This is an optimization exercise on Yosys and OpenROAD, whose aim is small area and a short achievable clock period, not a production implementation. Only simulation tests tie the RTL to the original design; equivalence was not proved. No activity file was given, so power comes from the tool's default toggle rates.

===== flow/design.v =====
`timescale 1ns / 1ps
module sigmoid9slices (
    input wire clk,
    input wire rst_n,
    input wire signed [15:0] x0_in,
    input wire signed [15:0] x1_in,
    input wire valid_in,
    output reg signed [15:0] y0_out,
    output reg signed [15:0] y1_out,
    output reg valid_out
);
    reg v1, v2;
    always @(posedge clk or negedge rst_n)
        if (!rst_n) begin v1 <= 1'b0; v2 <= 1'b0; valid_out <= 1'b0; end
        else begin v1 <= valid_in; v2 <= v1; valid_out <= v2; end
    function [4:0] thr(input [14:0] u);
        reg lo155, lo2ab, g1, g2, g3, g4, g5;
        begin
            lo155 = u[9] | (u[8] & u[7]) | (u[8] & u[6] & (u[5] | (u[4] & u[3]) | (u[4] & u[2] & (u[1] | u[0]))));
            lo2ab = u[10] | (u[9] & u[8]) | (u[9] & u[7] & (u[6] | (u[5] & u[4]) | (u[5] & u[3] & (u[2] | (u[1] & u[0])))));
            g2 = u[14] | u[13] | u[12];
            g5 = u[14] | (u[13] & u[12]);
            g1 = g2 | u[11] | (u[10] & lo155);
            g3 = u[14] | u[13] | (u[12] & u[11] & lo2ab);
            g4 = u[14] | (u[13] & (u[12] | u[11] | (u[10] & lo155)));
            thr = {g5, g4, g3, g2, g1};
        end
    endfunction
    function [5:0] dec(input [15:0] x);
        reg [14:0] u;
        reg g1, g2, g3, g4, g5;
        reg [4:0] gp, gn;
        begin
            u = x[14:0];
            gp = thr(u);
            gn = thr(~u);
            {g5, g4, g3, g2, g1} = x[15] ? gn : gp;
            dec = {g5, ~g1, g1 & ~g2, g2 & ~g3, g3 & ~g4, g4 & ~g5};
        end
    endfunction
    reg [12:0] a0, a1;   
    reg [5:0] c0, c1;
    always @(posedge clk) begin
        a0 <= {x0_in[15], x0_in[11:0]}; a1 <= {x1_in[15], x1_in[11:0]};
        c0 <= dec(x0_in); c1 <= dec(x1_in);
    end
    wire [10:0] xr0 = a0[10:0];
    wire [10:0] xn0 = ~a0[10:0];
    wire sat0 = c0[5];
    wire r0_0_0 = (c0[0] & xr0[0]) | (c0[1] & xn0[0]);
    wire r0_0_1 = c0[1];
    wire r0_1_0 = ((c0[0] | c0[2] | c0[3]) & xr0[0]) | (c0[1] & xn0[1]) | (c0[4] & xn0[0]);
    wire r0_1_1 = (c0[0] & xr0[1]) | c0[4];
    wire r0_2_0 = ((c0[0] | c0[2] | c0[3]) & xr0[1]) | (c0[1] & xn0[2]) | (c0[4] & xn0[1]);
    wire r0_2_1 = (c0[0] & xr0[2]);
    wire r0_3_0 = ((c0[0] | c0[2] | c0[3]) & xr0[2]) | (c0[1] & xn0[3]) | (c0[4] & xn0[2]);
    wire r0_3_1 = ((c0[0] | c0[1]) & xr0[0]);
    wire r0_3_2 = (c0[0] & xr0[3]);
    wire r0_4_0 = ((c0[0] | c0[2] | c0[3]) & xr0[3]) | (c0[1] & xn0[4]) | (c0[4] & xn0[0]);
    wire r0_4_1 = ((c0[0] | c0[1]) & xr0[1]) | (c0[3] & xr0[0]) | c0[4];
    wire r0_4_2 = (c0[0] & xr0[4]) | (c0[4] & xn0[3]);
    wire r0_5_0 = ((c0[0] | c0[2] | c0[3]) & xr0[4]) | (c0[1] & xr0[0]) | (c0[4] & xn0[1]);
    wire r0_5_1 = ((c0[0] | c0[1]) & xr0[2]) | (c0[3] & xr0[1]) | (c0[4] & xn0[4]);
    wire r0_5_2 = (c0[0] & xr0[5]) | (c0[1] & xn0[5]);
    wire r0_6_0 = ((c0[0] | c0[2] | c0[3]) & xr0[5]) | (c0[1] & xr0[1]) | (c0[4] & xn0[2]);
    wire r0_6_1 = ((c0[0] | c0[1]) & xr0[3]) | (c0[3] & xr0[0]) | (c0[4] & xn0[5]);
    wire r0_6_2 = (c0[0] & xr0[6]) | (c0[1] & xn0[6]) | (c0[3] & xr0[2]);
    wire r0_7_0 = ((c0[0] | c0[2] | c0[3]) & xr0[6]) | (c0[1] & xr0[2]) | (c0[4] & xn0[3]);
    wire r0_7_1 = ((c0[0] | c0[1]) & xr0[4]) | (c0[2] & xr0[0]) | (c0[3] & xr0[1]) | (c0[4] & xn0[6]);
    wire r0_7_2 = (c0[0] & xr0[7]) | (c0[1] & xn0[7]) | (c0[3] & xr0[3]);
    wire r0_8_0 = ((c0[0] | c0[2] | c0[3]) & xr0[7]) | (c0[1] & xr0[3]) | (c0[4] & xn0[4]);
    wire r0_8_1 = ((c0[0] | c0[1]) & xr0[5]) | (c0[2] & xr0[1]) | (c0[3] & xr0[0]) | (c0[4] & xn0[7]);
    wire r0_8_2 = (c0[0] & xr0[8]) | (c0[1] & xn0[8]) | (c0[3] & xr0[2]);
    wire r0_8_3 = (c0[3] & xr0[4]);
    wire r0_9_0 = ((c0[0] | c0[2] | c0[3]) & xr0[8]) | (c0[1] & xr0[4]) | (c0[4] & xr0[0]);
    wire r0_9_1 = ((c0[0] | c0[1]) & xr0[6]) | (c0[2] & xr0[2]) | (c0[3] & xr0[1]) | (c0[4] & xn0[5]);
    wire r0_9_2 = (c0[0] & xr0[9]) | (c0[1] & xn0[9]) | (c0[3] & xr0[3]) | (c0[4] & xn0[8]);
    wire r0_9_3 = (c0[3] & xr0[5]);
    wire r0_10_0 = ((c0[0] | c0[2] | c0[3]) & xr0[9]) | (c0[1] & xr0[5]) | (c0[4] & xr0[1]);
    wire r0_10_1 = ((c0[0] | c0[1]) & xr0[7]) | (c0[2] & xr0[3]) | (c0[3] & xr0[2]) | (c0[4] & xn0[6]);
    wire r0_10_2 = (c0[0] & xr0[10]) | (c0[1] & xn0[10]) | (c0[3] & xr0[4]) | (c0[4] & xn0[9]);
    wire r0_10_3 = (c0[3] & xr0[6]);
    wire r0_11_0 = ((c0[0] | c0[1]) & xr0[8]) | (c0[2] & xr0[4]) | (c0[3] & xr0[3]) | (c0[4] & xr0[2]) | (sat0 & (a0[12] | ~a0[12]));
    wire r0_11_1 = ((c0[0] | c0[2]) & xr0[10]) | (c0[1] & xr0[6]) | (c0[3] & xr0[5]) | (c0[4] & xn0[7]);
    wire r0_11_2 = ((c0[0] | c0[1]) & ((a0[12] & a0[11]) | (~a0[12] & a0[11]))) | c0[2] | (c0[3] & xr0[7]) | (c0[4] & xn0[10]);
    wire r0_11_3 = (c0[3] & ((a0[12] & ~a0[11] & a0[10]) | (~a0[12] & ~a0[11] & a0[10]) | (~a0[12] & a0[11] & a0[10])));
    wire r0_12_0 = ((c0[0] | c0[1]) & xr0[9]) | (c0[2] & xr0[5]) | (c0[3] & xr0[4]) | (c0[4] & xr0[3]) | (sat0 & (~a0[12]));
    wire r0_12_1 = (c0[0] & ((a0[12] & ~a0[11]) | (~a0[12] & a0[11]))) | (c0[1] & xr0[7]) | (c0[2] & ((a0[12] & a0[11]) | (~a0[12] & ~a0[11]))) | (c0[3] & xr0[6]) | (c0[4] & xn0[8]);
    wire r0_12_2 = (c0[1] & ((a0[12] & a0[11]) | (a0[12] & ~a0[11]))) | (c0[3] & xr0[8]) | (c0[4] & ((~a0[12] & ~a0[11])));
    wire r0_12_3 = (c0[3] & ((a0[12] & a0[11] & ~a0[10]) | (~a0[12] & a0[11] & ~a0[10]) | (~a0[12] & a0[11] & a0[10])));
    wire r0_13_0 = ((c0[0] | c0[1]) & xr0[10]) | (c0[2] & xr0[6]) | (c0[3] & xr0[5]) | (c0[4] & xr0[4]) | (sat0 & (a0[12]));
    wire r0_13_1 = (c0[0] & ((a0[12] & a0[11]))) | (c0[1] & xr0[8]) | (c0[2] & ((~a0[12] & a0[11]))) | (c0[3] & xr0[7]) | (c0[4] & xn0[9]);
    wire r0_13_2 = (c0[1] & ((~a0[12] & a0[11]) | (~a0[12] & ~a0[11]))) | (c0[3] & xr0[9]) | (c0[4] & ((~a0[12] & ~a0[11])));
    wire r0_13_3 = (c0[3] & ((a0[12] & ~a0[11] & ~a0[10]) | (a0[12] & ~a0[11] & a0[10]) | (a0[12] & a0[11] & ~a0[10])));
    wire r0_14_0 = (c0[0] & ((a0[12] & a0[11]) | (~a0[12] & ~a0[11]))) | (c0[1] & xr0[9]) | (c0[2] & xr0[7]) | (c0[3] & xr0[6]) | (c0[4] & xr0[5]) | (sat0 & (~a0[12]));
    wire r0_14_1 = (c0[1] & ((a0[12] & ~a0[11]) | (~a0[12] & a0[11]))) | (c0[2] & ((~a0[12] & ~a0[11]) | (~a0[12] & a0[11]))) | (c0[3] & xr0[8]) | (c0[4] & xn0[10]);
    wire r0_14_2 = (c0[3] & xr0[10]) | (c0[4] & ((~a0[12] & ~a0[11])));
    wire r0_14_3 = (c0[3] & ((~a0[12] & ~a0[11] & a0[10]) | (~a0[12] & a0[11] & ~a0[10]) | (~a0[12] & a0[11] & a0[10])));
    wire r0_15_0 = (c0[0] & ((~a0[12] & a0[11]))) | (c0[1] & xr0[10]) | (c0[2] & xr0[8]) | (c0[3] & xr0[7]) | (c0[4] & xr0[6]) | (sat0 & (~a0[12]));
    wire r0_15_1 = (c0[1] & ((~a0[12] & ~a0[11]))) | (c0[2] & ((a0[12] & ~a0[11]) | (a0[12] & a0[11]))) | (c0[3] & xr0[9]);
    wire r0_15_2 = (c0[3] & ((a0[12] & ~a0[11] & ~a0[10]) | (a0[12] & ~a0[11] & a0[10]) | (~a0[12] & a0[11] & ~a0[10]) | (~a0[12] & a0[11] & a0[10])));
    wire r0_16_0 = (c0[0] & ((~a0[12] & ~a0[11]) | (~a0[12] & a0[11]))) | (c0[1] & ((a0[12] & ~a0[11]) | (~a0[12] & a0[11]))) | (c0[2] & xr0[9]) | (c0[3] & xr0[8]) | (c0[4] & xr0[7]) | (sat0 & (~a0[12]));
    wire r0_16_1 = (c0[2] & ((a0[12] & ~a0[11]) | (a0[12] & a0[11]))) | (c0[3] & xr0[10]) | (c0[4] & ((~a0[12] & ~a0[11])));
    wire r0_16_2 = (c0[3] & ((a0[12] & ~a0[11] & ~a0[10]) | (a0[12] & ~a0[11] & a0[10]) | (~a0[12] & ~a0[11] & a0[10]) | (~a0[12] & a0[11] & ~a0[10]) | (~a0[12] & a0[11] & a0[10])));
    wire r0_17_0 = (c0[0] & ((~a0[12] & ~a0[11]) | (~a0[12] & a0[11]))) | ((c0[1] | c0[4]) & ((~a0[12] & ~a0[11]))) | (c0[2] & xr0[10]) | (c0[3] & xr0[9]) | (sat0 & (~a0[12]));
    wire r0_17_1 = (c0[2] & ((a0[12] & ~a0[11]) | (a0[12] & a0[11]))) | (c0[3] & ((a0[12] & ~a0[11] & ~a0[10]) | (a0[12] & ~a0[11] & a0[10]) | (a0[12] & a0[11] & ~a0[10]) | (~a0[12] & ~a0[11] & a0[10]))) | (c0[4] & xr0[8]);
    wire r0_18_0 = (c0[0] & ((~a0[12] & ~a0[11]) | (~a0[12] & a0[11]))) | (c0[1] & ((~a0[12] & a0[11]) | (~a0[12] & ~a0[11]))) | (c0[2] & ((a0[12] & ~a0[11]) | (~a0[12] & a0[11]))) | (c0[3] & xr0[10]) | (c0[4] & xr0[9]) | (sat0 & (~a0[12]));
    wire r0_18_1 = (c0[3] & ((a0[12] & ~a0[11] & ~a0[10]) | (a0[12] & ~a0[11] & a0[10]) | (~a0[12] & a0[11] & ~a0[10]) | (~a0[12] & a0[11] & a0[10]))) | (c0[4] & ((~a0[12] & ~a0[11])));
    wire r0_19_0 = (c0[0] & ((~a0[12] & ~a0[11]) | (~a0[12] & a0[11]))) | (c0[1] & ((~a0[12] & a0[11]) | (~a0[12] & ~a0[11]))) | (c0[2] & ((a0[12] & ~a0[11]) | (~a0[12] & ~a0[11]) | (~a0[12] & a0[11]))) | (c0[3] & ((~a0[12] & a0[11] & ~a0[10]) | (~a0[12] & a0[11] & a0[10]))) | (c0[4] & xr0[10]) | (sat0 & (~a0[12]));
    wire r0_19_1 = (c0[4] & ((~a0[12] & ~a0[11])));
    wire r0_20_0 = (c0[0] & ((~a0[12] & ~a0[11]) | (~a0[12] & a0[11]))) | (c0[1] & ((~a0[12] & a0[11]) | (~a0[12] & ~a0[11]))) | (c0[2] & ((a0[12] & ~a0[11]) | (~a0[12] & ~a0[11]) | (~a0[12] & a0[11]))) | (c0[3] & ((a0[12] & a0[11] & ~a0[10]))) | c0[4] | (sat0 & (~a0[12]));
    wire r0_21_0 = (c0[0] & ((~a0[12] & ~a0[11]) | (~a0[12] & a0[11]))) | (c0[1] & ((~a0[12] & a0[11]) | (~a0[12] & ~a0[11]))) | (c0[2] & ((a0[12] & ~a0[11]) | (~a0[12] & ~a0[11]) | (~a0[12] & a0[11]))) | (c0[3] & ((~a0[12] & ~a0[11] & a0[10]) | (~a0[12] & a0[11] & ~a0[10]) | (~a0[12] & a0[11] & a0[10]))) | (sat0 & (~a0[12]));
    wire h0_1s = r0_8_0 ^ r0_8_1;
    wire h0_1c = r0_8_0 & r0_8_1;
    wire f0_2s = r0_9_0 ^ r0_9_1 ^ r0_9_2;
    wire f0_2c = (r0_9_0 & r0_9_1) | (r0_9_0 & r0_9_2) | (r0_9_1 & r0_9_2);
    wire f0_3s = r0_10_0 ^ r0_10_1 ^ r0_10_2;
    wire f0_3c = (r0_10_0 & r0_10_1) | (r0_10_0 & r0_10_2) | (r0_10_1 & r0_10_2);
    wire f0_4s = r0_11_0 ^ r0_11_1 ^ r0_11_2;
    wire f0_4c = (r0_11_0 & r0_11_1) | (r0_11_0 & r0_11_2) | (r0_11_1 & r0_11_2);
    wire f0_5s = r0_12_0 ^ r0_12_1 ^ r0_12_2;
    wire f0_5c = (r0_12_0 & r0_12_1) | (r0_12_0 & r0_12_2) | (r0_12_1 & r0_12_2);
    wire f0_6s = r0_13_0 ^ r0_13_1 ^ r0_13_2;
    wire f0_6c = (r0_13_0 & r0_13_1) | (r0_13_0 & r0_13_2) | (r0_13_1 & r0_13_2);
    wire f0_7s = r0_14_0 ^ r0_14_1 ^ r0_14_2;
    wire f0_7c = (r0_14_0 & r0_14_1) | (r0_14_0 & r0_14_2) | (r0_14_1 & r0_14_2);
    wire h0_8s = r0_15_0 ^ r0_15_1;
    wire h0_8c = r0_15_0 & r0_15_1;
    wire h0_9s = r0_16_0 ^ r0_16_1;
    wire h0_9c = r0_16_0 & r0_16_1;
    wire h0_10s = r0_3_0 ^ r0_3_1;
    wire h0_10c = r0_3_0 & r0_3_1;
    wire f0_11s = r0_4_0 ^ r0_4_1 ^ r0_4_2;
    wire f0_11c = (r0_4_0 & r0_4_1) | (r0_4_0 & r0_4_2) | (r0_4_1 & r0_4_2);
    wire f0_12s = r0_5_0 ^ r0_5_1 ^ r0_5_2;
    wire f0_12c = (r0_5_0 & r0_5_1) | (r0_5_0 & r0_5_2) | (r0_5_1 & r0_5_2);
    wire f0_13s = r0_6_0 ^ r0_6_1 ^ r0_6_2;
    wire f0_13c = (r0_6_0 & r0_6_1) | (r0_6_0 & r0_6_2) | (r0_6_1 & r0_6_2);
    wire f0_14s = r0_7_0 ^ r0_7_1 ^ r0_7_2;
    wire f0_14c = (r0_7_0 & r0_7_1) | (r0_7_0 & r0_7_2) | (r0_7_1 & r0_7_2);
    wire f0_15s = r0_8_2 ^ r0_8_3 ^ h0_1s;
    wire f0_15c = (r0_8_2 & r0_8_3) | (r0_8_2 & h0_1s) | (r0_8_3 & h0_1s);
    wire f0_16s = r0_9_3 ^ h0_1c ^ f0_2s;
    wire f0_16c = (r0_9_3 & h0_1c) | (r0_9_3 & f0_2s) | (h0_1c & f0_2s);
    wire f0_17s = r0_10_3 ^ f0_2c ^ f0_3s;
    wire f0_17c = (r0_10_3 & f0_2c) | (r0_10_3 & f0_3s) | (f0_2c & f0_3s);
    wire f0_18s = r0_11_3 ^ f0_3c ^ f0_4s;
    wire f0_18c = (r0_11_3 & f0_3c) | (r0_11_3 & f0_4s) | (f0_3c & f0_4s);
    wire f0_19s = r0_12_3 ^ f0_4c ^ f0_5s;
    wire f0_19c = (r0_12_3 & f0_4c) | (r0_12_3 & f0_5s) | (f0_4c & f0_5s);
    wire f0_20s = r0_13_3 ^ f0_5c ^ f0_6s;
    wire f0_20c = (r0_13_3 & f0_5c) | (r0_13_3 & f0_6s) | (f0_5c & f0_6s);
    wire f0_21s = r0_14_3 ^ f0_6c ^ f0_7s;
    wire f0_21c = (r0_14_3 & f0_6c) | (r0_14_3 & f0_7s) | (f0_6c & f0_7s);
    wire f0_22s = r0_15_2 ^ f0_7c ^ h0_8s;
    wire f0_22c = (r0_15_2 & f0_7c) | (r0_15_2 & h0_8s) | (f0_7c & h0_8s);
    wire f0_23s = r0_16_2 ^ h0_8c ^ h0_9s;
    wire f0_23c = (r0_16_2 & h0_8c) | (r0_16_2 & h0_9s) | (h0_8c & h0_9s);
    wire f0_24s = r0_17_0 ^ r0_17_1 ^ h0_9c;
    wire f0_24c = (r0_17_0 & r0_17_1) | (r0_17_0 & h0_9c) | (r0_17_1 & h0_9c);
    wire h0_25s = r0_18_0 ^ r0_18_1;
    wire h0_25c = r0_18_0 & r0_18_1;
    wire h0_26s = r0_19_0 ^ r0_19_1;
    wire h0_26c = r0_19_0 & r0_19_1;
    wire lg0_27 = (r0_1_0 & r0_1_1) | ((r0_1_0 | r0_1_1) & (r0_0_0 & r0_0_1));
    wire lp0_27 = (r0_1_0 | r0_1_1) & (r0_0_0 | r0_0_1);
    wire lg0_28 = (r0_3_2 & h0_10s) | ((r0_3_2 | h0_10s) & (r0_2_0 & r0_2_1));
    wire lp0_28 = (r0_3_2 | h0_10s) & (r0_2_0 | r0_2_1);
    wire lg0_29 = (f0_11c & f0_12s) | ((f0_11c | f0_12s) & (h0_10c & f0_11s));
    wire lp0_29 = (f0_11c | f0_12s) & (h0_10c | f0_11s);
    wire lg0_30 = lg0_28 | (lp0_28 & lg0_27);
    wire lp0_30 = lp0_28 & lp0_27;
    wire lg0_31 = lg0_29 | (lp0_29 & lg0_30);
    wire lp0_31 = lp0_29 & lp0_30;
    wire lg0_32 = (f0_13c & f0_14s) | ((f0_13c | f0_14s) & (f0_12c & f0_13s));
    wire lp0_32 = (f0_13c | f0_14s) & (f0_12c | f0_13s);
    wire lg0_33 = (f0_15c & f0_16s) | ((f0_15c | f0_16s) & (f0_14c & f0_15s));
    wire lp0_33 = (f0_15c | f0_16s) & (f0_14c | f0_15s);
    wire lg0_34 = lg0_33 | (lp0_33 & lg0_32);
    wire lp0_34 = lp0_33 & lp0_32;
    wire lg0_35 = (f0_16c & f0_17s) | ((f0_16c | f0_17s) & lg0_34);
    wire lp0_35 = (f0_16c | f0_17s) & lp0_34;
    reg [10:0] sa0, sb0;
    reg lgl0, lgh0, lph0;   
    wire lc0 = lgh0 | (lph0 & lgl0);
    always @(posedge clk) begin
        sa0 <= {r0_21_0, r0_20_0, h0_25c, f0_24c, f0_23c, f0_22c, f0_21c, f0_20c, f0_19c, f0_18c, f0_17c};
        sb0 <= {1'b0, h0_26c, h0_26s, h0_25s, f0_24s, f0_23s, f0_22s, f0_21s, f0_20s, f0_19s, f0_18s};
        lgl0 <= lg0_31; lgh0 <= lg0_35; lph0 <= lp0_35;
    end
    wire [10:0] ys0;
    wire ys0_p0 = (sa0[0] ^ sb0[0]);
    wire ys0_p1 = (sa0[1] ^ sb0[1]);
    wire ys0_p2 = (sa0[2] ^ sb0[2]);
    wire ys0_p3 = (sa0[3] ^ sb0[3]);
    wire ys0_p4 = (sa0[4] ^ sb0[4]);
    wire ys0_p5 = (sa0[5] ^ sb0[5]);
    wire ys0_p6 = (sa0[6] ^ sb0[6]);
    wire ys0_p7 = (sa0[7] ^ sb0[7]);
    wire ys0_p8 = (sa0[8] ^ sb0[8]);
    wire ys0_p9 = (sa0[9] ^ sb0[9]);
    wire ys0_p10 = (sa0[10] ^ sb0[10]);
    wire ys0_g0 = (sa0[0] & sb0[0]) | (ys0_p0 & lc0);
    wire ys0_g1 = (sa0[1] & sb0[1]);
    wire ys0_g2 = (sa0[2] & sb0[2]);
    wire ys0_g3 = (sa0[3] & sb0[3]);
    wire ys0_g4 = (sa0[4] & sb0[4]);
    wire ys0_g5 = (sa0[5] & sb0[5]);
    wire ys0_g6 = (sa0[6] & sb0[6]);
    wire ys0_g7 = (sa0[7] & sb0[7]);
    wire ys0_g8 = (sa0[8] & sb0[8]);
    wire ys0_g9 = (sa0[9] & sb0[9]);
    wire ys0_g10 = (sa0[10] & sb0[10]);
    wire ys0_G36 = ys0_g1 | (ys0_p1 & ys0_g0);
    wire ys0_P36 = ys0_p1 & ys0_p0;
    wire ys0_G37 = ys0_g3 | (ys0_p3 & ys0_g2);
    wire ys0_P37 = ys0_p3 & ys0_p2;
    wire ys0_G38 = ys0_g5 | (ys0_p5 & ys0_g4);
    wire ys0_P38 = ys0_p5 & ys0_p4;
    wire ys0_G39 = ys0_g7 | (ys0_p7 & ys0_g6);
    wire ys0_P39 = ys0_p7 & ys0_p6;
    wire ys0_G40 = ys0_g9 | (ys0_p9 & ys0_g8);
    wire ys0_P40 = ys0_p9 & ys0_p8;
    wire ys0_G41 = ys0_G37 | (ys0_P37 & ys0_G36);
    wire ys0_P41 = ys0_P37 & ys0_P36;
    wire ys0_G42 = ys0_G39 | (ys0_P39 & ys0_G38);
    wire ys0_P42 = ys0_P39 & ys0_P38;
    wire ys0_G43 = ys0_G42 | (ys0_P42 & ys0_G41);
    wire ys0_P43 = ys0_P42 & ys0_P41;
    wire ys0_G44 = ys0_G38 | (ys0_P38 & ys0_G41);
    wire ys0_P44 = ys0_P38 & ys0_P41;
    wire ys0_G45 = ys0_G40 | (ys0_P40 & ys0_G43);
    wire ys0_P45 = ys0_P40 & ys0_P43;
    wire ys0_G46 = ys0_g2 | (ys0_p2 & ys0_G36);
    wire ys0_P46 = ys0_p2 & ys0_P36;
    wire ys0_G47 = ys0_g4 | (ys0_p4 & ys0_G41);
    wire ys0_P47 = ys0_p4 & ys0_P41;
    wire ys0_G48 = ys0_g6 | (ys0_p6 & ys0_G44);
    wire ys0_P48 = ys0_p6 & ys0_P44;
    wire ys0_G49 = ys0_g8 | (ys0_p8 & ys0_G43);
    wire ys0_P49 = ys0_p8 & ys0_P43;
    wire ys0_G50 = ys0_g10 | (ys0_p10 & ys0_G45);
    wire ys0_P50 = ys0_p10 & ys0_P45;
    assign ys0[0] = ys0_p0 ^ lc0;
    assign ys0[1] = ys0_p1 ^ ys0_g0;
    assign ys0[2] = ys0_p2 ^ ys0_G36;
    assign ys0[3] = ys0_p3 ^ ys0_G46;
    assign ys0[4] = ys0_p4 ^ ys0_G41;
    assign ys0[5] = ys0_p5 ^ ys0_G47;
    assign ys0[6] = ys0_p6 ^ ys0_G44;
    assign ys0[7] = ys0_p7 ^ ys0_G48;
    assign ys0[8] = ys0_p8 ^ ys0_G43;
    assign ys0[9] = ys0_p9 ^ ys0_G49;
    assign ys0[10] = ys0_p10 ^ ys0_G45;
    always @(posedge clk) y0_out <= {5'b0, ys0};
    wire [10:0] xr1 = a1[10:0];
    wire [10:0] xn1 = ~a1[10:0];
    wire sat1 = c1[5];
    wire r1_0_0 = (c1[0] & xr1[0]) | (c1[1] & xn1[0]);
    wire r1_0_1 = c1[1];
    wire r1_1_0 = ((c1[0] | c1[2] | c1[3]) & xr1[0]) | (c1[1] & xn1[1]) | (c1[4] & xn1[0]);
    wire r1_1_1 = (c1[0] & xr1[1]) | c1[4];
    wire r1_2_0 = ((c1[0] | c1[2] | c1[3]) & xr1[1]) | (c1[1] & xn1[2]) | (c1[4] & xn1[1]);
    wire r1_2_1 = (c1[0] & xr1[2]);
    wire r1_3_0 = ((c1[0] | c1[2] | c1[3]) & xr1[2]) | (c1[1] & xn1[3]) | (c1[4] & xn1[2]);
    wire r1_3_1 = ((c1[0] | c1[1]) & xr1[0]);
    wire r1_3_2 = (c1[0] & xr1[3]);
    wire r1_4_0 = ((c1[0] | c1[2] | c1[3]) & xr1[3]) | (c1[1] & xn1[4]) | (c1[4] & xn1[0]);
    wire r1_4_1 = ((c1[0] | c1[1]) & xr1[1]) | (c1[3] & xr1[0]) | c1[4];
    wire r1_4_2 = (c1[0] & xr1[4]) | (c1[4] & xn1[3]);
    wire r1_5_0 = ((c1[0] | c1[2] | c1[3]) & xr1[4]) | (c1[1] & xr1[0]) | (c1[4] & xn1[1]);
    wire r1_5_1 = ((c1[0] | c1[1]) & xr1[2]) | (c1[3] & xr1[1]) | (c1[4] & xn1[4]);
    wire r1_5_2 = (c1[0] & xr1[5]) | (c1[1] & xn1[5]);
    wire r1_6_0 = ((c1[0] | c1[2] | c1[3]) & xr1[5]) | (c1[1] & xr1[1]) | (c1[4] & xn1[2]);
    wire r1_6_1 = ((c1[0] | c1[1]) & xr1[3]) | (c1[3] & xr1[0]) | (c1[4] & xn1[5]);
    wire r1_6_2 = (c1[0] & xr1[6]) | (c1[1] & xn1[6]) | (c1[3] & xr1[2]);
    wire r1_7_0 = ((c1[0] | c1[2] | c1[3]) & xr1[6]) | (c1[1] & xr1[2]) | (c1[4] & xn1[3]);
    wire r1_7_1 = ((c1[0] | c1[1]) & xr1[4]) | (c1[2] & xr1[0]) | (c1[3] & xr1[1]) | (c1[4] & xn1[6]);
    wire r1_7_2 = (c1[0] & xr1[7]) | (c1[1] & xn1[7]) | (c1[3] & xr1[3]);
    wire r1_8_0 = ((c1[0] | c1[2] | c1[3]) & xr1[7]) | (c1[1] & xr1[3]) | (c1[4] & xn1[4]);
    wire r1_8_1 = ((c1[0] | c1[1]) & xr1[5]) | (c1[2] & xr1[1]) | (c1[3] & xr1[0]) | (c1[4] & xn1[7]);
    wire r1_8_2 = (c1[0] & xr1[8]) | (c1[1] & xn1[8]) | (c1[3] & xr1[2]);
    wire r1_8_3 = (c1[3] & xr1[4]);
    wire r1_9_0 = ((c1[0] | c1[2] | c1[3]) & xr1[8]) | (c1[1] & xr1[4]) | (c1[4] & xr1[0]);
    wire r1_9_1 = ((c1[0] | c1[1]) & xr1[6]) | (c1[2] & xr1[2]) | (c1[3] & xr1[1]) | (c1[4] & xn1[5]);
    wire r1_9_2 = (c1[0] & xr1[9]) | (c1[1] & xn1[9]) | (c1[3] & xr1[3]) | (c1[4] & xn1[8]);
    wire r1_9_3 = (c1[3] & xr1[5]);
    wire r1_10_0 = ((c1[0] | c1[2] | c1[3]) & xr1[9]) | (c1[1] & xr1[5]) | (c1[4] & xr1[1]);
    wire r1_10_1 = ((c1[0] | c1[1]) & xr1[7]) | (c1[2] & xr1[3]) | (c1[3] & xr1[2]) | (c1[4] & xn1[6]);
    wire r1_10_2 = (c1[0] & xr1[10]) | (c1[1] & xn1[10]) | (c1[3] & xr1[4]) | (c1[4] & xn1[9]);
    wire r1_10_3 = (c1[3] & xr1[6]);
    wire r1_11_0 = ((c1[0] | c1[1]) & xr1[8]) | (c1[2] & xr1[4]) | (c1[3] & xr1[3]) | (c1[4] & xr1[2]) | (sat1 & (a1[12] | ~a1[12]));
    wire r1_11_1 = ((c1[0] | c1[2]) & xr1[10]) | (c1[1] & xr1[6]) | (c1[3] & xr1[5]) | (c1[4] & xn1[7]);
    wire r1_11_2 = ((c1[0] | c1[1]) & ((a1[12] & a1[11]) | (~a1[12] & a1[11]))) | c1[2] | (c1[3] & xr1[7]) | (c1[4] & xn1[10]);
    wire r1_11_3 = (c1[3] & ((a1[12] & ~a1[11] & a1[10]) | (~a1[12] & ~a1[11] & a1[10]) | (~a1[12] & a1[11] & a1[10])));
    wire r1_12_0 = ((c1[0] | c1[1]) & xr1[9]) | (c1[2] & xr1[5]) | (c1[3] & xr1[4]) | (c1[4] & xr1[3]) | (sat1 & (~a1[12]));
    wire r1_12_1 = (c1[0] & ((a1[12] & ~a1[11]) | (~a1[12] & a1[11]))) | (c1[1] & xr1[7]) | (c1[2] & ((a1[12] & a1[11]) | (~a1[12] & ~a1[11]))) | (c1[3] & xr1[6]) | (c1[4] & xn1[8]);
    wire r1_12_2 = (c1[1] & ((a1[12] & a1[11]) | (a1[12] & ~a1[11]))) | (c1[3] & xr1[8]) | (c1[4] & ((~a1[12] & ~a1[11])));
    wire r1_12_3 = (c1[3] & ((a1[12] & a1[11] & ~a1[10]) | (~a1[12] & a1[11] & ~a1[10]) | (~a1[12] & a1[11] & a1[10])));
    wire r1_13_0 = ((c1[0] | c1[1]) & xr1[10]) | (c1[2] & xr1[6]) | (c1[3] & xr1[5]) | (c1[4] & xr1[4]) | (sat1 & (a1[12]));
    wire r1_13_1 = (c1[0] & ((a1[12] & a1[11]))) | (c1[1] & xr1[8]) | (c1[2] & ((~a1[12] & a1[11]))) | (c1[3] & xr1[7]) | (c1[4] & xn1[9]);
    wire r1_13_2 = (c1[1] & ((~a1[12] & a1[11]) | (~a1[12] & ~a1[11]))) | (c1[3] & xr1[9]) | (c1[4] & ((~a1[12] & ~a1[11])));
    wire r1_13_3 = (c1[3] & ((a1[12] & ~a1[11] & ~a1[10]) | (a1[12] & ~a1[11] & a1[10]) | (a1[12] & a1[11] & ~a1[10])));
    wire r1_14_0 = (c1[0] & ((a1[12] & a1[11]) | (~a1[12] & ~a1[11]))) | (c1[1] & xr1[9]) | (c1[2] & xr1[7]) | (c1[3] & xr1[6]) | (c1[4] & xr1[5]) | (sat1 & (~a1[12]));
    wire r1_14_1 = (c1[1] & ((a1[12] & ~a1[11]) | (~a1[12] & a1[11]))) | (c1[2] & ((~a1[12] & ~a1[11]) | (~a1[12] & a1[11]))) | (c1[3] & xr1[8]) | (c1[4] & xn1[10]);
    wire r1_14_2 = (c1[3] & xr1[10]) | (c1[4] & ((~a1[12] & ~a1[11])));
    wire r1_14_3 = (c1[3] & ((~a1[12] & ~a1[11] & a1[10]) | (~a1[12] & a1[11] & ~a1[10]) | (~a1[12] & a1[11] & a1[10])));
    wire r1_15_0 = (c1[0] & ((~a1[12] & a1[11]))) | (c1[1] & xr1[10]) | (c1[2] & xr1[8]) | (c1[3] & xr1[7]) | (c1[4] & xr1[6]) | (sat1 & (~a1[12]));
    wire r1_15_1 = (c1[1] & ((~a1[12] & ~a1[11]))) | (c1[2] & ((a1[12] & ~a1[11]) | (a1[12] & a1[11]))) | (c1[3] & xr1[9]);
    wire r1_15_2 = (c1[3] & ((a1[12] & ~a1[11] & ~a1[10]) | (a1[12] & ~a1[11] & a1[10]) | (~a1[12] & a1[11] & ~a1[10]) | (~a1[12] & a1[11] & a1[10])));
    wire r1_16_0 = (c1[0] & ((~a1[12] & ~a1[11]) | (~a1[12] & a1[11]))) | (c1[1] & ((a1[12] & ~a1[11]) | (~a1[12] & a1[11]))) | (c1[2] & xr1[9]) | (c1[3] & xr1[8]) | (c1[4] & xr1[7]) | (sat1 & (~a1[12]));
    wire r1_16_1 = (c1[2] & ((a1[12] & ~a1[11]) | (a1[12] & a1[11]))) | (c1[3] & xr1[10]) | (c1[4] & ((~a1[12] & ~a1[11])));
    wire r1_16_2 = (c1[3] & ((a1[12] & ~a1[11] & ~a1[10]) | (a1[12] & ~a1[11] & a1[10]) | (~a1[12] & ~a1[11] & a1[10]) | (~a1[12] & a1[11] & ~a1[10]) | (~a1[12] & a1[11] & a1[10])));
    wire r1_17_0 = (c1[0] & ((~a1[12] & ~a1[11]) | (~a1[12] & a1[11]))) | ((c1[1] | c1[4]) & ((~a1[12] & ~a1[11]))) | (c1[2] & xr1[10]) | (c1[3] & xr1[9]) | (sat1 & (~a1[12]));
    wire r1_17_1 = (c1[2] & ((a1[12] & ~a1[11]) | (a1[12] & a1[11]))) | (c1[3] & ((a1[12] & ~a1[11] & ~a1[10]) | (a1[12] & ~a1[11] & a1[10]) | (a1[12] & a1[11] & ~a1[10]) | (~a1[12] & ~a1[11] & a1[10]))) | (c1[4] & xr1[8]);
    wire r1_18_0 = (c1[0] & ((~a1[12] & ~a1[11]) | (~a1[12] & a1[11]))) | (c1[1] & ((~a1[12] & a1[11]) | (~a1[12] & ~a1[11]))) | (c1[2] & ((a1[12] & ~a1[11]) | (~a1[12] & a1[11]))) | (c1[3] & xr1[10]) | (c1[4] & xr1[9]) | (sat1 & (~a1[12]));
    wire r1_18_1 = (c1[3] & ((a1[12] & ~a1[11] & ~a1[10]) | (a1[12] & ~a1[11] & a1[10]) | (~a1[12] & a1[11] & ~a1[10]) | (~a1[12] & a1[11] & a1[10]))) | (c1[4] & ((~a1[12] & ~a1[11])));
    wire r1_19_0 = (c1[0] & ((~a1[12] & ~a1[11]) | (~a1[12] & a1[11]))) | (c1[1] & ((~a1[12] & a1[11]) | (~a1[12] & ~a1[11]))) | (c1[2] & ((a1[12] & ~a1[11]) | (~a1[12] & ~a1[11]) | (~a1[12] & a1[11]))) | (c1[3] & ((~a1[12] & a1[11] & ~a1[10]) | (~a1[12] & a1[11] & a1[10]))) | (c1[4] & xr1[10]) | (sat1 & (~a1[12]));
    wire r1_19_1 = (c1[4] & ((~a1[12] & ~a1[11])));
    wire r1_20_0 = (c1[0] & ((~a1[12] & ~a1[11]) | (~a1[12] & a1[11]))) | (c1[1] & ((~a1[12] & a1[11]) | (~a1[12] & ~a1[11]))) | (c1[2] & ((a1[12] & ~a1[11]) | (~a1[12] & ~a1[11]) | (~a1[12] & a1[11]))) | (c1[3] & ((a1[12] & a1[11] & ~a1[10]))) | c1[4] | (sat1 & (~a1[12]));
    wire r1_21_0 = (c1[0] & ((~a1[12] & ~a1[11]) | (~a1[12] & a1[11]))) | (c1[1] & ((~a1[12] & a1[11]) | (~a1[12] & ~a1[11]))) | (c1[2] & ((a1[12] & ~a1[11]) | (~a1[12] & ~a1[11]) | (~a1[12] & a1[11]))) | (c1[3] & ((~a1[12] & ~a1[11] & a1[10]) | (~a1[12] & a1[11] & ~a1[10]) | (~a1[12] & a1[11] & a1[10]))) | (sat1 & (~a1[12]));
    wire h1_51s = r1_8_0 ^ r1_8_1;
    wire h1_51c = r1_8_0 & r1_8_1;
    wire f1_52s = r1_9_0 ^ r1_9_1 ^ r1_9_2;
    wire f1_52c = (r1_9_0 & r1_9_1) | (r1_9_0 & r1_9_2) | (r1_9_1 & r1_9_2);
    wire f1_53s = r1_10_0 ^ r1_10_1 ^ r1_10_2;
    wire f1_53c = (r1_10_0 & r1_10_1) | (r1_10_0 & r1_10_2) | (r1_10_1 & r1_10_2);
    wire f1_54s = r1_11_0 ^ r1_11_1 ^ r1_11_2;
    wire f1_54c = (r1_11_0 & r1_11_1) | (r1_11_0 & r1_11_2) | (r1_11_1 & r1_11_2);
    wire f1_55s = r1_12_0 ^ r1_12_1 ^ r1_12_2;
    wire f1_55c = (r1_12_0 & r1_12_1) | (r1_12_0 & r1_12_2) | (r1_12_1 & r1_12_2);
    wire f1_56s = r1_13_0 ^ r1_13_1 ^ r1_13_2;
    wire f1_56c = (r1_13_0 & r1_13_1) | (r1_13_0 & r1_13_2) | (r1_13_1 & r1_13_2);
    wire f1_57s = r1_14_0 ^ r1_14_1 ^ r1_14_2;
    wire f1_57c = (r1_14_0 & r1_14_1) | (r1_14_0 & r1_14_2) | (r1_14_1 & r1_14_2);
    wire h1_58s = r1_15_0 ^ r1_15_1;
    wire h1_58c = r1_15_0 & r1_15_1;
    wire h1_59s = r1_16_0 ^ r1_16_1;
    wire h1_59c = r1_16_0 & r1_16_1;
    wire h1_60s = r1_3_0 ^ r1_3_1;
    wire h1_60c = r1_3_0 & r1_3_1;
    wire f1_61s = r1_4_0 ^ r1_4_1 ^ r1_4_2;
    wire f1_61c = (r1_4_0 & r1_4_1) | (r1_4_0 & r1_4_2) | (r1_4_1 & r1_4_2);
    wire f1_62s = r1_5_0 ^ r1_5_1 ^ r1_5_2;
    wire f1_62c = (r1_5_0 & r1_5_1) | (r1_5_0 & r1_5_2) | (r1_5_1 & r1_5_2);
    wire f1_63s = r1_6_0 ^ r1_6_1 ^ r1_6_2;
    wire f1_63c = (r1_6_0 & r1_6_1) | (r1_6_0 & r1_6_2) | (r1_6_1 & r1_6_2);
    wire f1_64s = r1_7_0 ^ r1_7_1 ^ r1_7_2;
    wire f1_64c = (r1_7_0 & r1_7_1) | (r1_7_0 & r1_7_2) | (r1_7_1 & r1_7_2);
    wire f1_65s = r1_8_2 ^ r1_8_3 ^ h1_51s;
    wire f1_65c = (r1_8_2 & r1_8_3) | (r1_8_2 & h1_51s) | (r1_8_3 & h1_51s);
    wire f1_66s = r1_9_3 ^ h1_51c ^ f1_52s;
    wire f1_66c = (r1_9_3 & h1_51c) | (r1_9_3 & f1_52s) | (h1_51c & f1_52s);
    wire f1_67s = r1_10_3 ^ f1_52c ^ f1_53s;
    wire f1_67c = (r1_10_3 & f1_52c) | (r1_10_3 & f1_53s) | (f1_52c & f1_53s);
    wire f1_68s = r1_11_3 ^ f1_53c ^ f1_54s;
    wire f1_68c = (r1_11_3 & f1_53c) | (r1_11_3 & f1_54s) | (f1_53c & f1_54s);
    wire f1_69s = r1_12_3 ^ f1_54c ^ f1_55s;
    wire f1_69c = (r1_12_3 & f1_54c) | (r1_12_3 & f1_55s) | (f1_54c & f1_55s);
    wire f1_70s = r1_13_3 ^ f1_55c ^ f1_56s;
    wire f1_70c = (r1_13_3 & f1_55c) | (r1_13_3 & f1_56s) | (f1_55c & f1_56s);
    wire f1_71s = r1_14_3 ^ f1_56c ^ f1_57s;
    wire f1_71c = (r1_14_3 & f1_56c) | (r1_14_3 & f1_57s) | (f1_56c & f1_57s);
    wire f1_72s = r1_15_2 ^ f1_57c ^ h1_58s;
    wire f1_72c = (r1_15_2 & f1_57c) | (r1_15_2 & h1_58s) | (f1_57c & h1_58s);
    wire f1_73s = r1_16_2 ^ h1_58c ^ h1_59s;
    wire f1_73c = (r1_16_2 & h1_58c) | (r1_16_2 & h1_59s) | (h1_58c & h1_59s);
    wire f1_74s = r1_17_0 ^ r1_17_1 ^ h1_59c;
    wire f1_74c = (r1_17_0 & r1_17_1) | (r1_17_0 & h1_59c) | (r1_17_1 & h1_59c);
    wire h1_75s = r1_18_0 ^ r1_18_1;
    wire h1_75c = r1_18_0 & r1_18_1;
    wire h1_76s = r1_19_0 ^ r1_19_1;
    wire h1_76c = r1_19_0 & r1_19_1;
    wire lg1_77 = (r1_1_0 & r1_1_1) | ((r1_1_0 | r1_1_1) & (r1_0_0 & r1_0_1));
    wire lp1_77 = (r1_1_0 | r1_1_1) & (r1_0_0 | r1_0_1);
    wire lg1_78 = (r1_3_2 & h1_60s) | ((r1_3_2 | h1_60s) & (r1_2_0 & r1_2_1));
    wire lp1_78 = (r1_3_2 | h1_60s) & (r1_2_0 | r1_2_1);
    wire lg1_79 = (f1_61c & f1_62s) | ((f1_61c | f1_62s) & (h1_60c & f1_61s));
    wire lp1_79 = (f1_61c | f1_62s) & (h1_60c | f1_61s);
    wire lg1_80 = lg1_78 | (lp1_78 & lg1_77);
    wire lp1_80 = lp1_78 & lp1_77;
    wire lg1_81 = lg1_79 | (lp1_79 & lg1_80);
    wire lp1_81 = lp1_79 & lp1_80;
    wire lg1_82 = (f1_63c & f1_64s) | ((f1_63c | f1_64s) & (f1_62c & f1_63s));
    wire lp1_82 = (f1_63c | f1_64s) & (f1_62c | f1_63s);
    wire lg1_83 = (f1_65c & f1_66s) | ((f1_65c | f1_66s) & (f1_64c & f1_65s));
    wire lp1_83 = (f1_65c | f1_66s) & (f1_64c | f1_65s);
    wire lg1_84 = lg1_83 | (lp1_83 & lg1_82);
    wire lp1_84 = lp1_83 & lp1_82;
    wire lg1_85 = (f1_66c & f1_67s) | ((f1_66c | f1_67s) & lg1_84);
    wire lp1_85 = (f1_66c | f1_67s) & lp1_84;
    reg [10:0] sa1, sb1;
    reg lgl1, lgh1, lph1;   
    wire lc1 = lgh1 | (lph1 & lgl1);
    always @(posedge clk) begin
        sa1 <= {r1_21_0, r1_20_0, h1_75c, f1_74c, f1_73c, f1_72c, f1_71c, f1_70c, f1_69c, f1_68c, f1_67c};
        sb1 <= {1'b0, h1_76c, h1_76s, h1_75s, f1_74s, f1_73s, f1_72s, f1_71s, f1_70s, f1_69s, f1_68s};
        lgl1 <= lg1_81; lgh1 <= lg1_85; lph1 <= lp1_85;
    end
    wire [10:0] ys1;
    wire ys1_p0 = (sa1[0] ^ sb1[0]);
    wire ys1_p1 = (sa1[1] ^ sb1[1]);
    wire ys1_p2 = (sa1[2] ^ sb1[2]);
    wire ys1_p3 = (sa1[3] ^ sb1[3]);
    wire ys1_p4 = (sa1[4] ^ sb1[4]);
    wire ys1_p5 = (sa1[5] ^ sb1[5]);
    wire ys1_p6 = (sa1[6] ^ sb1[6]);
    wire ys1_p7 = (sa1[7] ^ sb1[7]);
    wire ys1_p8 = (sa1[8] ^ sb1[8]);
    wire ys1_p9 = (sa1[9] ^ sb1[9]);
    wire ys1_p10 = (sa1[10] ^ sb1[10]);
    wire ys1_g0 = (sa1[0] & sb1[0]) | (ys1_p0 & lc1);
    wire ys1_g1 = (sa1[1] & sb1[1]);
    wire ys1_g2 = (sa1[2] & sb1[2]);
    wire ys1_g3 = (sa1[3] & sb1[3]);
    wire ys1_g4 = (sa1[4] & sb1[4]);
    wire ys1_g5 = (sa1[5] & sb1[5]);
    wire ys1_g6 = (sa1[6] & sb1[6]);
    wire ys1_g7 = (sa1[7] & sb1[7]);
    wire ys1_g8 = (sa1[8] & sb1[8]);
    wire ys1_g9 = (sa1[9] & sb1[9]);
    wire ys1_g10 = (sa1[10] & sb1[10]);
    wire ys1_G86 = ys1_g1 | (ys1_p1 & ys1_g0);
    wire ys1_P86 = ys1_p1 & ys1_p0;
    wire ys1_G87 = ys1_g3 | (ys1_p3 & ys1_g2);
    wire ys1_P87 = ys1_p3 & ys1_p2;
    wire ys1_G88 = ys1_g5 | (ys1_p5 & ys1_g4);
    wire ys1_P88 = ys1_p5 & ys1_p4;
    wire ys1_G89 = ys1_g7 | (ys1_p7 & ys1_g6);
    wire ys1_P89 = ys1_p7 & ys1_p6;
    wire ys1_G90 = ys1_g9 | (ys1_p9 & ys1_g8);
    wire ys1_P90 = ys1_p9 & ys1_p8;
    wire ys1_G91 = ys1_G87 | (ys1_P87 & ys1_G86);
    wire ys1_P91 = ys1_P87 & ys1_P86;
    wire ys1_G92 = ys1_G89 | (ys1_P89 & ys1_G88);
    wire ys1_P92 = ys1_P89 & ys1_P88;
    wire ys1_G93 = ys1_G92 | (ys1_P92 & ys1_G91);
    wire ys1_P93 = ys1_P92 & ys1_P91;
    wire ys1_G94 = ys1_G88 | (ys1_P88 & ys1_G91);
    wire ys1_P94 = ys1_P88 & ys1_P91;
    wire ys1_G95 = ys1_G90 | (ys1_P90 & ys1_G93);
    wire ys1_P95 = ys1_P90 & ys1_P93;
    wire ys1_G96 = ys1_g2 | (ys1_p2 & ys1_G86);
    wire ys1_P96 = ys1_p2 & ys1_P86;
    wire ys1_G97 = ys1_g4 | (ys1_p4 & ys1_G91);
    wire ys1_P97 = ys1_p4 & ys1_P91;
    wire ys1_G98 = ys1_g6 | (ys1_p6 & ys1_G94);
    wire ys1_P98 = ys1_p6 & ys1_P94;
    wire ys1_G99 = ys1_g8 | (ys1_p8 & ys1_G93);
    wire ys1_P99 = ys1_p8 & ys1_P93;
    wire ys1_G100 = ys1_g10 | (ys1_p10 & ys1_G95);
    wire ys1_P100 = ys1_p10 & ys1_P95;
    assign ys1[0] = ys1_p0 ^ lc1;
    assign ys1[1] = ys1_p1 ^ ys1_g0;
    assign ys1[2] = ys1_p2 ^ ys1_G86;
    assign ys1[3] = ys1_p3 ^ ys1_G96;
    assign ys1[4] = ys1_p4 ^ ys1_G91;
    assign ys1[5] = ys1_p5 ^ ys1_G97;
    assign ys1[6] = ys1_p6 ^ ys1_G94;
    assign ys1[7] = ys1_p7 ^ ys1_G98;
    assign ys1[8] = ys1_p8 ^ ys1_G93;
    assign ys1[9] = ys1_p9 ^ ys1_G99;
    assign ys1[10] = ys1_p10 ^ ys1_G95;
    always @(posedge clk) y1_out <= {5'b0, ys1};
endmodule

===== flow/flow/run.sh =====
#!/bin/bash
# Standard layout, with plain buffers (instead of delay cells) on the ports, and the
# timing repair aimed at a setup slack of 5.6 ns. The make output goes to standard.log,
# each ORFS step's full log to orfs/logs/.
set -e
export BUFFER_PORTS_ARGS="-buffer_cell sky130_fd_sc_hd__buf_2"
bash standard.sh finish SETUP_SLACK_MARGIN=5.6 > standard.log 2>&1

===== flow/standard.sh =====
#!/bin/bash
# synth_recipe.tcl (not shown) runs the flow's synth.tcl, then flattens the netlist and writes it again
# the make line also repeats each setting of config.mk as NAME=value (left out here)
make -C /OpenROAD-flow-scripts/flow DESIGN_CONFIG=/design/flow/config.mk WORK_HOME=/design/flow/orfs CLKGATE_MAP_FILE= SYNTH_SCRIPT=/design/flow/synth_recipe.tcl "${@:-finish}"

===== flow/config.mk =====
export PLATFORM = sky130hd
export DESIGN_NAME = sigmoid9slices
export DESIGN_NICKNAME = sigmoid9slices
export VERILOG_FILES = /design/flow/design.v
export SDC_FILE = /design/flow/constraint.sdc
export NUM_CORES = 4
export LEC_CHECK = 0
export ABC_AREA = 1
export CAP_MARGIN = 20
export CORE_MARGIN = 2
export CORE_UTILIZATION = 65
export SETUP_SLACK_MARGIN = 5
export SLEW_MARGIN = 20
export TNS_END_PERCENT = 0

===== flow/constraint.sdc =====
create_clock -name core_clock -period 8.0 [get_ports {clk}]
set_input_delay 1.6000 -clock core_clock [delete_from_list [all_inputs] [get_ports {clk}]]
set_output_delay 1.6000 -clock core_clock [all_outputs]
set_load 0.01 [all_outputs]

==> impl_results.md, run 1 <==
* WHS Endpoint: v2
* WL/cell at 16.5 um
* Hold-fix buffers at CTS at 0
* Layout area overhead at 11.9%
* Final wirelength at 17.5 mm
* Area fraction in compound gates after synthesis at 17.1%
* Switching Fraction at 37.1%
* Peak VDD IR at 0.200 mV
* Max Slew Vio Count at 0
* Min-Delay Path Class: reg -> reg
* Remaining global-route overflow at 0
* Core Box Area at 10400 um2
* Post-DP HPWL at 13.3 mm
* Final hold viol count at 0
* Number of flops mapped to enable cells by yosys at 0
* Critical Path Source Type: register
* Synth cell types at 45
* FFs w/ async S/R, synth at 2.70%
* P_sw at 662 uW
* First-pass GRT wire length at 28.8 mm
* Antenna-violating nets left at 0
* Main synth FF type: dfxtp_1
* Clock Power Share at 19.6%
* CP max-delay cell: dfrtp_1
* Combinational share of power at 37.9%
* Placement Setup Slack at 5.01 ns
* Clock Path Buffers at 2
* Num ports at 68
* Final setup viols at 0
* Clk slew on worst S/H paths at 0.11 ns
* CP peak stage delay at 0.37 ns
* H-tree level count at 3
* Sequential share of power at 42.5%
* Fmax at 400 MHz
* Outcome: complete, no violations
* Clock Skews at 0.0151 ns
* Placed Cells incl. Taps at 1019
* Grt peak-use layer: met2
* Final nets at 1044
* Non-filler cells, final at 1060
* Worst-margin pin slew at 0.576 ns
* Flop2flop setup slack at 5.53 ns
* Die width at 108 um
* Seq/Total Area, Yosys at 32.1%
* Setup WS post-layout at 5.50 ns
* Pin count of the biggest net entering global routing at 22
* Clock Latency Late Sink at 0.40 ns
* Mux cell area share after synthesis at 0%
* Minimum clock period at 2.50 ns
* Routing usage on met3 at 6.72%
* MaxCap Viol Count at 0
* Commonest non-fill, non-tap cell in the layout: nand2_1
* Unrepaired setup endpoints after global routing: yes
* Critical-path maximum fanout at 1
* CP cell instances: buf_2
* Vias in the first global route at 6068
* Reg2reg start: c0[4]
* Post-Synth Adder-Cell Area at 21.7%
* CTS Buf Count at 9
* Largest family of logic cells by synthesized area: adder cells
* Fin Hold WS at 0.369 ns
* Pint at 1.12 mW
* Global Route Usage Sum at 31.7%
* Via count at 6139
* Drt via density at 5.79
* Simple-Gate Fraction of Synth Area at 17.2%
* Met1 usage at 41.8%
* Height of the die at 108 um
* Period utilization at 31.3%
* Worst Path Buf+Inv at 1
* Min-delay src: v1
* Most frequent cells in the layout: 190 x nand2_1, 122 x inv_1, 89 x dfxtp_1, 58 x buf_2, 53 x nor2_1
* Share of cells above drive strength 1 at 17.1%
* Ys Warns at 1
* Root buffer cell: clkbuf_8
* Crit path DAT at 0.90 ns
* Worst Path Required at 6.40 ns
* Pleak at 4.03 nW
* CTS tree: yes
* Total die area at 11600 um2
* DR pass1 iterations at 7
* Met2 Usage GRT at 50.6%
* Synthesized area at 6980 um2
* Setup CP Type: reg -> out
* FP Rows at 37
* Antenna diodes at 0
* Post-Synth XOR/XNOR Area at 1.00%
* Hold Path Stages at 0
* R2R depth at 8
* CP endpoint kind: output pin
* 1st-iter DRT viols at 724
* # port buffers at 57
* Reg-to-Reg End: lgh0
* CTS Sinks at 111
* Number of synthesized register bits at 111
* DRC at 0
* Synthesized instance count at 851
* Initial Util at 67.3%
* Top cell family by delay on the critical path: flip-flops
* Setup TNS at 0 ns
* Avg Synthesized Cell Area at 8.20 um2
* GP Congestion at 0.953
* Slew HR at 61.5%
* Initial antenna violation count at 0
* Pwr/cell area at 228 nW/um2
[cells in the mapped netlist (2+ instances only)]
library cell / instances / area [um2]
o21ai_1: 2 / 10.0
nor2_1: 54 / 203
buf_2: 13 / 65.1
nand3_1: 22 / 110
inv_1: 123 / 462
o21ai_0: 45 / 225
a2111oi_0: 2 / 17.5
o21a_1: 6 / 45.0
buf_6: 7 / 78.8
dfrtp_1: 3 / 75.1
inv_2: 10 / 37.5
xnor2_1: 2 / 17.5
o21bai_1: 3 / 22.5
fa_1: 52 / 1040
a2111oi_2: 9 / 135
o221ai_1: 8 / 70.1
and3_1: 2 / 12.5
a221oi_1: 4 / 35.0
buf_4: 12 / 90.1
a211oi_1: 6 / 45.0
ha_1: 38 / 475
a21oi_1: 54 / 270
o2111ai_1: 8 / 70.1
xor2_1: 6 / 52.6
nand2_1: 191 / 717
o211ai_1: 10 / 75.1
nor3_1: 8 / 40.0
dfxtp_1: 108 / 2160
o22ai_1: 16 / 100
inv_4: 2 / 12.5
nand4_1: 3 / 18.8
a21o_1: 6 / 45.0
o21ai_2: 2 / 17.5
nor4_1: 2 / 12.5
clkbuf_1: 2 / 7.51
[power by group through the flow]
stage,Combinational [mW],Clock [mW],Sequential [mW]
final,0.676,0.349,0.758
after CTS,0.640,0.355,0.763
after floorplan,0.424,0,0.776
after global routing,0.765,0.378,0.772
after detailed placement,0.630,0,0.775
after global placement,0.580,0,0.766
[sequential cells by signal (all words and copies together), names as in the netlist, 6 cells and up]
name,count
c1,6
c0,6
a1,13
sa0,11
sb0,10
sb1,10
y1_out,11
a0,13
sa1,11
y0_out,11
[per-layer routing]
layer  share of wire (%)  routed length, um
met3                 8.3               1460
met5                   0                  0
met2                  46               8010
met4                 3.7                650
met1                  42               7410
[per-stage QoR]
stage	util, %	instance area (um2)	power, mW
3_3_place_gp	69.7	7220	1.35
6_report	75.3	7800	1.78
2_1_floorplan	-	7010	1.20
4_1_cts	72.4	7510	1.76
5_1_grt	75.3	7800	1.91
3_5_place_dp	69.7	7220	1.41
[cell families after synthesis]
family | Yosys count
flip-flops | 111
XOR/XNOR | 8
AO/OA/AOI/OAI | 182
buffers and inverters | 169
other | 1
AND/OR/NAND/NOR | 290
adder cells (fa/ha/maj) | 90
[cell type report]
type / instances / area (um2)
sequential: 111 / 2290
clock buffer: 10 / 128
timing repair buffer: 82 / 468
fill: 787 / 2560
tap: 136 / 170
multi-input combinational: 580 / 4140
clock inverter: 6 / 75.1
inverter: 135 / 539
[worst max-delay path by stage]
stage	startpoint	end	slack, ns	cells after the start
2_1_floorplan	a1[12]	sb1[3]	5.64	7
3_3_place_gp	c1[1]	lgh1	5.14	10
3_5_place_dp	c1[1]	sb1[2]	5.01	6
4_1_cts	valid_out	valid_out	5.49	1
5_1_grt	c0[4]	lgh0	5.39	12
6_report	valid_out	valid_out	5.50	1
[what timing repair did]
| item | 4_1_cts | 5_1_grt |
|---|---|---|
| resized for setup | 29 | 33 |
| endpoints found under the hold margin | 0 | 0 |
| pin swaps | 1 | 8 |
| endpoints found under the setup margin | 45 | 40 |
| buffers inserted | 2 | 23 |
==> run 2: changes to the inputs <==
--- a/flow/config.mk
+++ b/flow/config.mk
@@ -8,7 +8,7 @@
 export ABC_AREA = 1
 export CAP_MARGIN = 20
 export CORE_MARGIN = 2
-export CORE_UTILIZATION = 65
+export CORE_UTILIZATION = 60
 export SETUP_SLACK_MARGIN = 5
 export SLEW_MARGIN = 20
 export TNS_END_PERCENT = 0
==> run 2 against run 1 <==
Net effect:
- still clean on timing, DRC and antenna
- sequential power shrank 0.5%
- sequential share of layout area shrank 0.12 points
- power grew 1.7%
- register-to-register slack gained 0.05 ns
- die area grew 8.0%
- first-iteration DRC count shrank 3.7%
- clock skew shrank 0.0013 ns
- global-route usage shrank 4.2 points
- core utilization shrank 6.2 points
- flip-flop and latch count is the same
- area after synthesis is the same
- clock power grew 17%
- largest power group unchanged
==> impl_results.md, run 2 <==
* Outcome: complete, no violations (unchanged)
* Remaining global-route overflow at 0 (unchanged)
* Core Box Area at 11400 um2 (was 10400 um2)
* Synth area leaders: dfxtp_1 31%, fa_1 15%, nand2_1 10% (unchanged)
* Share of cells above drive strength 1 at 17.6% (was 17.1%)
* Drt via density at 5.69 (was 5.79)
* Period utilization at 30.5% (was 31.3%)
* CTS Buf Count at 9 (unchanged)
* Critical-path maximum fanout at 1 (unchanged)
* Worst Path Required at 6.40 ns (about the same)
* Most frequent cells after synthesis: 191 x nand2_1, 123 x inv_1, 108 x dfxtp_1 (unchanged)
* Clock Skews at 0.0137 ns (was 0.0151 ns)
* Pin count of the biggest net entering global routing at 22 (unchanged)
* WL/cell at 15.6 um (was 16.5 um)
* FFs w/ async S/R, synth at 2.70% (unchanged)
* Top Registers: a0: 13 flops, a1: 13 flops (unchanged)
* Crit path DAT at 0.84 ns (was 0.90 ns)
* Worst Path Buf+Inv at 1 (unchanged)
* GP Congestion at 0.993 (was 0.953)
* Post-DP HPWL at 12.9 mm (was 13.3 mm)
* Worst-margin pin slew at 0.562 ns (was 0.576 ns)
* Placement Setup Slack at 5.05 ns (was 5.01 ns)
* Layout area overhead at 12.6% (was 11.9%)
* MaxCap Viol Count at 0 (unchanged)
* P_sw at 640 uW (was 662 uW)
* Num ports at 68 (unchanged)
* Hold-fix buffers at CTS at 0 (unchanged)
* Unrepaired setup endpoints after global routing: yes (unchanged)
* Minimum clock period at 2.44 ns (was 2.50 ns)
* Die width at 112 um (was 108 um)
* Top cell family by delay on the critical path: flip-flops (unchanged)
* Min-Delay Path Class: reg -> reg (unchanged)
* Switching Fraction at 35.3% (was 37.1%)
* CP peak stage delay at 0.36 ns (was 0.37 ns)
* Pwr/cell area at 231 nW/um2 (was 228 nW/um2)
* Via count at 6055 (was 6139)
* Combinational share of power at 35.9% (was 37.9%)
* CP max-delay cell: dfrtp_1 (unchanged)
* Final wirelength at 16.7 mm (was 17.5 mm)
* CTS Sinks at 111 (unchanged)
* Leading area contributor after synthesis: dfxtp_1 (unchanged)
* Fin Hold WS at 0.360 ns (was 0.369 ns)
* CP endpoint kind: output pin (unchanged)
* # port buffers at 57 (unchanged)
* Post-DP Area at 7230 um2 (was 7220 um2)
* Critical Path Source Type: register (unchanged)
* Final Power at 1.81 mW (was 1.78 mW)
* Max Slew Vio Count at 0 (unchanged)
* Final nets at 1043 (was 1044)
* Setup CP Type: reg -> out (unchanged)
* Antenna diodes at 0 (unchanged)
* Final setup viols at 0 (unchanged)
* DR pass1 iterations at 6 (was 7)
* Top cell type's share of synthesized area at 31.0% (unchanged)
* Clock Power Share at 22.6% (was 19.6%)
* Seq/Total Area, Yosys at 32.1% (unchanged)
* Clock Path Buffers at 2 (unchanged)
* Setup TNS at 0 ns (unchanged)
* Synthesized area at 6980 um2 (unchanged)
* Height of the die at 112 um (was 108 um)
* Clk slew on worst S/H paths at 0.07 ns (was 0.11 ns)
* Final Util at 69.1% (was 75.3%)
* Non-filler cells, final at 1065 (was 1060)
* Number of synthesized register bits at 111 (unchanged)
* Synthesized instance count at 851 (unchanged)
* Avg Synthesized Cell Area at 8.20 um2 (unchanged)
* Root buffer cell: clkbuf_16 (was clkbuf_8)
* Antenna-violating nets left at 0 (unchanged)
* Fmax at 410 MHz (was 400 MHz)
* H-tree level count at 3 (unchanged)
* DRC at 0 (unchanged)
* Most frequent cells in the layout: 190 x nand2_1, 120 x inv_1, 85 x dfxtp_1, 57 x buf_2 (was 190 x nand2_1, 122 x inv_1, 89 x dfxtp_1, 58 x buf_2, 53 x nor2_1)
* Pint at 1.17 mW (was 1.12 mW)
* Most common cell in the netlist: nand2_1 (unchanged)
* Initial Util at 61.4% (was 67.3%)
* Pleak at 4.06 nW (was 4.03 nW)
* CP cell instances: buf_2 (unchanged)
* Peak VDD IR at 0.221 mV (was 0.200 mV)
* Placed Cells incl. Taps at 1026 (was 1019)
* Clock Latency Late Sink at 0.35 ns (was 0.40 ns)
* Vias in the first global route at 5844 (was 6068)
* Finished layout cell area at 7860 um2 (was 7800 um2)
* CTS tree: yes (unchanged)
* Final hold viol count at 0 (unchanged)
* Fill count at 952 (was 787)
* Total die area at 12500 um2 (was 11600 um2)
* Slew HR at 62.4% (was 61.5%)
* Setup WS post-layout at 5.56 ns (was 5.50 ns)
* First-pass GRT wire length at 27.9 mm (was 28.8 mm)
* Initial antenna violation count at 0 (unchanged)
* Global Route Usage Sum at 27.4% (was 31.7%)
* Commonest non-fill, non-tap cell in the layout: nand2_1 (unchanged)
* FP Rows at 39 (was 37)
* Sequential share of power at 41.6% (was 42.5%)
* 1st-iter DRT viols at 697 (was 724)
* Synth cell types at 45 (unchanged)
* Main synth FF type: dfxtp_1 (unchanged)
* Ys Warns at 1 (unchanged)
* Number of flops mapped to enable cells by yosys at 0 (unchanged)
[run 2: cell counts after synthesis]
Identical to the previous run, type by type.
[run 2: cell families (layout without fill, tap and decap cells)]
logic type	Yosys count	in the layout	synth area share, %
AOI/OAI and AO/OA	182	182	17.1
xor gates and xnor gates	8	8	1.00
adders and majority gates	90	90	21.7
buffers and inverters	169	231	10.8
DFF	111	111	32.1
other	1	10	0.0538
and+or+nand+nor	290	290	17.2
[run 2: path summary, 6_finish.rpt]
check	start	end	slack, ns	cells after the start
min in group asynchronous	rst_n	valid_out	1.03	1
hold / removal	v2	valid_out	0.36	0
hold reg to reg	v2	valid_out	0.36	0
setup / recovery	valid_out	valid_out	5.56	1
max in group asynchronous	rst_n	v2	6.86	1
setup reg to reg	a1[9]	lgh1	5.58	11
[run 2: final cells by class]
type                            count  area [um2]  area share, %
Inverter                          135         544           6.93
Multi-Input combinational cell    580        4110           52.3
Sequential cell                   111        2290           29.2
Tap cell                          143         179           2.28
Clock inverter                      5        35.0          0.446
Clock buffer                       10         229           2.91
Timing Repair Buffer               81         465           5.93
[run 2: power by group through the flow]
| stage | clock network [mW] | registers, mW | logic [mW] |
|---|---|---|---|
| 2_1_floorplan | 0 | 0.776 | 0.424 |
| 4_1_cts | 0.419 | 0.755 | 0.634 |
| 5_1_grt | 0.440 | 0.767 | 0.748 |
| 3_5_place_dp | 0 | 0.770 | 0.618 |
| 6_report | 0.410 | 0.754 | 0.650 |
| 3_3_place_gp | 0 | 0.766 | 0.587 |
[run 2: per-layer routing]
metal / wire [um] / global-route usage (%) / vias to the layer above
met5: 0 / 0 / -
met4: 511 / 11.5 / 0
met3: 1420 / 4.84 / 57
met2: 7340 / 41.9 / 340
met1: 7390 / 38.6 / 2764
li1: - / - / 2894
[run 2: worst register-to-register path, cell delays in order (launching register included)]
cell and delay, ns:
dfxtp_2 0.42, inv_1 0.15, nand2_1 0.12, o2111ai_2 0.14
fa_1 0.51, inv_1 0.05, fa_1 0.44, nand2_1 0.10
nand2_1 0.05, a21oi_1 0.16, a21oi_1 0.09, a21oi_1 0.12
[run 2: repair_timing]
item | 4_1_cts | 5_1_grt
endpoints found under the setup margin | 24 | 24
buffers inserted | 12 | 12
resized for setup | 36 | 35
endpoints found under the hold margin | 0 | 0
pin swaps | 4 | 8

[re-timing with driven ports]
The flow's constraints put no driver on any port. The routed layouts listed below were extracted and timed again, unchanged, in two steps.
Step 1 (the two cells are an assumption about what drives the block):
set clk [get_ports {clk}]
set_driving_cell -lib_cell sky130_fd_sc_hd__clkbuf_16 $clk
set_driving_cell -lib_cell sky130_fd_sc_hd__buf_2 [delete_from_list [all_inputs] $clk]
Step 2 adds t to the input delays and takes it off the output delays; t is the mean of the earliest and latest rising clock arrival at the registers after step 1. Input paths then give back, and output paths get back, about the clock's delay inside the block.
Three values: ideal ports, drivers, drivers and shift; two values: the first two.
run	t (ns)	setup WS [ns]	worst setup path at the end	latest minus earliest clock arrival (ns)	worst register clock-pin slew, ns
run 1	0.427	5.500 / 5.464 / 5.399	input to register	0.016 / 0.015	0.11 / 0.11
run 2	0.388	5.562 / 5.522 / 5.383	input to register	0.014 / 0.014	0.08 / 0.08
After both steps every run listed still meets setup and hold. The setup slack of run 2, which loses most, moves by -0.040 ns with the drivers and by -0.179 ns with both steps.
